From an optimization exercise on the open Yosys and OpenROAD flow, aimed at small area; shortcuts taken in it are not production practice.

==> run R: inputs <==
==> flow/design.v <==
`timescale 1ns / 1ps
module dd_step(
    input [2:0] e,
    input b,
    output [2:0] o,
    output c
);
    assign c    = e[2] | (e[1] & (e[0] | b));
    assign o[2] = (e[1] & ~e[0] & ~b) | (e[2] & b);
    assign o[1] = (~e[1] & e[0]) | (e[1] & e[0] & b) | (e[2] & ~b);
    assign o[0] = (~e[2] & ~e[1] & b) | (e[1] & e[0] & ~b) | (e[2] & ~b);
endmodule
module ChangeHtoD(
    input [31:0] bdata,
    output [15:0] odata
);
    wire [33*12-1:0] e;
    wire [33*4-1:0]  b;
    assign e[11:0] = 12'd0;
    assign b[3:0]  = 4'd0;
    genvar s, j;
    generate
        for (s = 0; s < 32; s = s + 1) begin : step
            wire [3:0] cy;
            for (j = 0; j < 4; j = j + 1) begin : dig
                dd_step u(.e(e[12*s+3*j+2:12*s+3*j]), .b(b[4*s+j]),
                          .o(e[12*(s+1)+3*j+2:12*(s+1)+3*j]), .c(cy[j]));
            end
            assign b[4*(s+1)+3:4*(s+1)] = {cy[2:0], bdata[31-s]};
        end
        for (j = 0; j < 4; j = j + 1) begin : outp
            assign odata[4*j+3:4*j] = {e[12*32+3*j+2:12*32+3*j], b[4*32+j]};
        end
    endgenerate
endmodule
`timescale 1ns / 1ps
module Digit_Decoder(
    input  [3:0]din,
    output reg [6:0]dout
    );
    always@(*) begin
        case(din)
            4'b0000: begin dout = 7'b0000001;end 
            4'b0001: begin dout = 7'b1001111;end 
            4'b0010: begin dout = 7'b0010010;end 
            4'b0011: begin dout = 7'b0000110;end 
            4'b0100: begin dout = 7'b1001100;end 
            4'b0101: begin dout = 7'b0100100;end 
            4'b0110: begin dout = 7'b0100000;end 
            4'b0111: begin dout = 7'b0001111;end 
            4'b1000: begin dout = 7'b0000000;end 
            4'b1001: begin dout = 7'b0000100;end 
            4'b1010: begin dout = 7'b0001000;end 
            4'b1011: begin dout = 7'b1100000;end 
            4'b1100: begin dout = 7'b0110001;end 
            4'b1101: begin dout = 7'b1000010;end 
            4'b1110: begin dout = 7'b0110000;end 
            4'b1111: begin dout = 7'b0111000;end 
        endcase
    end
endmodule
`timescale 1ns / 1ps
module DIS(
    input clk,
    input rst,
    input [31:0] len_a, len_b,
    output [7:0] an,
    output [6:0] c
    );
    reg clkd;
    reg [2:0] sel;
    reg [9:0] cnt;
    always @(posedge clk) begin
        if (rst) begin
            cnt <= 0;
            clkd <= 0;
        end
        else begin
            if (cnt == 999) cnt <= 0;
            else cnt <= cnt + 1;
            clkd <= (cnt == 999);
        end
    end
    always @(posedge clk) begin
        if (rst) sel <= 0;
        else if (clkd) sel <= sel + 1;
    end
    wire [31:0] len = sel[2] ? len_a : len_b;
    wire [15:0] d;
    ChangeHtoD conv(len, d);
    wire nz3 = d[15:12] != 0;
    wire nz2 = d[11:8] != 0;
    wire nz1 = d[7:4] != 0;
    reg lit;
    reg [3:0] digit;
    always @(*) begin
        case (sel[1:0])
        2'd0: begin lit = 1'b1;              digit = d[3:0];   end
        2'd1: begin lit = nz1 | nz2 | nz3;   digit = d[7:4];   end
        2'd2: begin lit = nz2 | nz3;         digit = d[11:8];  end
        default: begin lit = nz3;            digit = d[15:12]; end
        endcase
    end
    assign an = lit ? ~(8'b1 << sel) : 8'hFF;
    Digit_Decoder out(digit, c);
endmodule
`timescale 1ns / 1ps
module VSD(
    input pclk,
    input rst,
    input [11:0] pdata,
    output reg [10:0] hcount,
    output reg [9:0] vcount,
    output reg [11:0] vrgb,
    output reg hs, vs
);
    always @( posedge pclk ) begin
        if ( rst ) begin
            hcount <= 0;
            vcount <= 0;
        end
        else if ( hcount == 1039 ) begin
            hcount <= 0;
            if ( vcount == 665 ) vcount <= 0;
            else vcount <= vcount + 1;
        end
        else hcount <= hcount + 1;
    end
    always @( posedge pclk ) begin
        if ( rst ) hs <= 0;
        else begin
        if ( hcount == 856 ) hs <= 1;
        if ( hcount == 976 ) hs <= 0;
        end
    end
    always @( posedge pclk ) begin
        if ( rst ) vs <= 0;
        else begin
        if ( vcount == 637 ) vs <= 1;
        if ( vcount == 643 ) vs <= 0;
        end
    end
    wire vis = (hcount != 0) && (hcount <= 800) && (vcount <= 599);
    always @( posedge pclk ) begin
        if ( rst ) vrgb <= 0;
        else vrgb <= vis ? pdata : 12'h000;
    end
endmodule
`timescale 1ns / 1ps
module Info(
    input [7:0] h,
    input [9:0] v,
    input [11:0] head_A, body_A,
    input [11:0] head_B, body_B,
    input gbd,
    input [5:0] foodnum,
    input [2:0] food_time_left,
    input [3:0] state,
    input [1:0] vict,
    output [11:0] pdata
);
    wire [7:0] hm1 = h - 8'd1;
    wire [7:0] x = {2'b00, hm1[7:2]};
    wire [7:0] y = v[9:2];
    wire hA = x > 14 && x < 18 && y > 30 && y < 34;
    wire bA = x > 14 && x < 18 && y > 33 && y < 57;
    wire hB = x > 35 && x < 39 && y > 30 && y < 34;
    wire bB = x > 35 && x < 39 && y > 33 && y < 57;
    function tri_at(input [7:0] x, input [7:0] y, input [7:0] X, input [7:0] Y);
        tri_at = (x == X && y > Y - 3 && y < Y + 3) ||
                 (x == X + 1 && y > Y - 2 && y < Y + 2) ||
                 (x == X + 2 && y == Y);
    endfunction
    wire p0 = tri_at(x, y, 3, 10);
    wire p1 = tri_at(x, y, 3, 63);
    wire p2 = tri_at(x, y, 3, 122);
    wire p3 = tri_at(x, y, 3, 139);
    wire wA = tri_at(x, y, 6, 24);
    wire wB = tri_at(x, y, 27, 24);
    reg [2:0] fi, fj;
    reg fx, fy;
    integer k;
    always @(*) begin
        fx = 0; fj = 0;
        fy = 0; fi = 0;
        for (k = 0; k < 6; k = k + 1) begin
            if (x >= 9 + 6 * k && x < 12 + 6 * k) begin fx = 1; fj = k; end
            if (y >= 73 + 6 * k && y < 76 + 6 * k) begin fy = 1; fi = k; end
        end
    end
    wire food = fx & fy;
    wire [5:0] n = fi * 3'd6 + fj;
    wire food_black = (foodnum > 36) || ({1'b0, n} + {1'b0, foodnum} < 7'd36);
    wire food_dark = (n[1:0] == 2'b11);
    reg [2:0] tm;
    reg tx;
    always @(*) begin
        tx = 0; tm = 0;
        for (k = 0; k < 7; k = k + 1)
            if (x >= 6 + 6 * k && x < 9 + 6 * k) begin tx = 1; tm = k; end
    end
    wire tcell = tx && y >= 110 && y < 113;
    wire t_black = {1'b0, tm} + {1'b0, food_time_left} < 4'd7;
    wire white = (p0 & state[0]) | (p1 & state[1]) | (p2 & state[2]) | (p3 & state[3]);
    wire win = (wA & vict[1]) | (wB & vict[0]);
    wire other = hA | bA | hB | bB | p0 | p1 | p2 | p3 | wA | wB | food | tcell;
    wire bg = ~other & gbd;
    wire e3 = (food & ~food_black) | (tcell & ~t_black);    
    wire f0 = food & ~food_black & ~food_dark;              
    assign pdata = ({12{hA}} & head_A) | ({12{bA}} & body_A) |
                   ({12{hB}} & head_B) | ({12{bB}} & body_B) |
                   {12{white | bg}} |
                   {8'h00, {4{win}}} |
                   {8'h00, {3{e3}}, 1'b0} |
                   {1'b0, f0, 2'b00, f0, 6'b000000, f0};
endmodule
`timescale 1ns / 1ps
module display(
    input pclk,
    input rst,
    input [11:0] head_A, body_A, head_B, body_B,
    input game_board_data,
    input [15:0] snake_data,
    input [2:0] food_time,
    input [5:0] food_count,
    input [3:0] state,
    input [1:0] winner,
    input [31:0] len_a, len_b,
    output [12:0] raddr1, raddr2,
    output [11:0] rgb,
    output hs, vs,
    output [7:0] an,
    output [6:0] c
);
    wire [10:0] hcount;
    wire [9:0] vcount;
    wire [11:0] pdata;
    VSD VSD(
        .pclk(pclk), .rst(rst), .pdata(pdata),
        .hcount(hcount), .vcount(vcount),
        .vrgb(rgb), .hs(hs), .vs(vs)
    );
    assign raddr1 = hcount[9:2] + vcount[9:2] * 6'd50;
    assign raddr2 = hcount[9:3] - 13'd25 + vcount[9:3] * 7'd75;
    Info Info(
        .h(hcount[7:0]), .v(vcount),
        .head_A(head_A), .body_A(body_A),
        .head_B(head_B), .body_B(body_B),
        .gbd(game_board_data),
        .foodnum(food_count), .food_time_left(food_time),
        .state(state), .vict(winner),
        .pdata(pdata_panel)
    );
    wire [11:0] pdata_panel;
    wire panel = (hcount != 0) && (hcount <= 200);
    assign pdata = panel ? pdata_panel : snake_data[15:4];
    DIS LEN(.clk(pclk), .rst(rst), .len_a(len_a), .len_b(len_b), .an(an), .c(c));
endmodule
==> flow/run.sh <==
#!/bin/bash
# synth_recipe.tcl (not shown) runs the flow's synth.tcl, then flattens the netlist and writes it again
# the make line also repeats each setting of config.mk as NAME=value (left out here)
make -C /OpenROAD-flow-scripts/flow DESIGN_CONFIG=/design/flow/config.mk WORK_HOME=/design/flow/orfs CLKGATE_MAP_FILE= SYNTH_SCRIPT=/design/flow/synth_recipe.tcl finish
==> flow/config.mk <==
export PLATFORM = sky130hd
export DESIGN_NAME = display
export DESIGN_NICKNAME = display
export VERILOG_FILES = /design/flow/design.v
export SDC_FILE = /design/flow/constraint.sdc
export NUM_CORES = 4
export LEC_CHECK = 0
export ABC_AREA = 1
export CAP_MARGIN = 20
export CORE_MARGIN = 2
export CORE_UTILIZATION = 55
export PLACE_DENSITY = 0.75
export SLEW_MARGIN = 20
==> flow/constraint.sdc <==
create_clock -name core_clock -period 40.0 [get_ports {pclk}]
set_input_delay 8.0000 -clock core_clock [delete_from_list [all_inputs] [get_ports {pclk}]]
set_output_delay 8.0000 -clock core_clock [all_outputs]
set_load 0.01 [all_outputs]
==> inputs of run G, as changes to run R <==
- CORE_UTILIZATION: 55 -> 75
- PLACE_DENSITY: 0.75 -> 0.85
==> tab_implementation.tex <==
\begin{tabular}{lr}
\hline
Metric & Value \\
\hline
\multicolumn{2}{l}{\textbf{Run status}} \\
Result of the run & did not finish \\
Stage reached & global placement \\
First error in the log & [ERROR GPL-0301] Utilization 101.751 \% exceeds 100\%. \\
\multicolumn{2}{l}{\textbf{Logic synthesis}} \\
Mean post-synth cell area & 5.41 sq um \\
Net count after synthesis & around 3100 \\
Parity-gate share of the synthesized area counting xor and xnor cells & 2.92\% \\
Post-synth top flop & sky130\_fd\_sc\_hd\_\_dfxtp\_1 \\
Combinational family with the most area after synthesis & simple AND/OR/NAND/NOR gates \\
Sequential element share of the synthesized area & 6.42\% \\
Synth top cells by count & sky130\_fd\_sc\_hd\_\_nand2\_1 (898), sky130\_fd\_sc\_hd\_\_inv\_1 (367), sky130\_fd\_sc\_hd\_\_nand3\_1 (293), sky130\_fd\_sc\_hd\_\_nor2\_1 (273), sky130\_fd\_sc\_hd\_\_a21oi\_1 (139) \\
Gate count after technology mapping & 2825 \\
\multicolumn{2}{l}{\textbf{Die}} \\
Horizontal die dimension & 147 um \\
Starting density of the core & between 70 and 80\% \\
Floorplan row count & 52 \\
Die height & 147 um \\
\hline
\end{tabular}
(the above is from run G)
==> tab_implementation.tex <==
\begin{tabular}{lr}
\hline
Metric & Value \\
\hline
\multicolumn{2}{l}{\textbf{Logic synthesis}} \\
Post-synth top flop & sky130\_fd\_sc\_hd\_\_dfxtp\_1 \\
Combinational family with the most area after synthesis & simple AND/OR/NAND/NOR gates \\
Parity-gate share of the synthesized area counting xor and xnor cells & 2.92\% \\
Mean post-synth cell area & 5.41 sq um \\
Net count after synthesis & approximately 3100 \\
Sequential element share of the synthesized area & $\sim$6.4\% \\
Synth top cells by count & sky130\_fd\_sc\_hd\_\_nand2\_1 (898), sky130\_fd\_sc\_hd\_\_inv\_1 (367), sky130\_fd\_sc\_hd\_\_nand3\_1 (293), sky130\_fd\_sc\_hd\_\_nor2\_1 (273), sky130\_fd\_sc\_hd\_\_a21oi\_1 (139) \\
\multicolumn{2}{l}{\textbf{Die}} \\
Starting density of the core & 55.5\% \\
Horizontal die dimension & 171 um \\
Floorplan row count & a little over 60 \\
Die height & 171 um \\
\multicolumn{2}{l}{\textbf{Run status}} \\
Result of the run & complete, no violations \\
\hline
\end{tabular}
(the above is from run R)
No functional check of the RTL was part of any run of this note.

## what the ideal ports hide
The results above use ideal ports. As a check the final layout listed here was re-extracted and re-timed, cells and wires unchanged.
Step 1 assumes that a clkbuf_16 drives the clock port and a buf_2 every other input.
Step 2 also shifts input and output timing later by t, the mid clock arrival at the registers, as if the neighbouring blocks saw the same clock.
Three values: ideal ports, drivers, drivers and shift; two values: the first two.
run: run R
shift t [ns]: 0.339
setup WS [ns]: 13.616 / 13.593 / 13.593
worst hold slack (ns): 0.446 / 0.446 / 0.446
clock arrival spread, ns: 0.009 / 0.009
worst data-port slew with drivers (ns): 0.06
After both steps setup and hold are still met in run R. For run R, drivers alone change the setup slack by -0.023 ns; drivers and shift together by -0.023 ns.
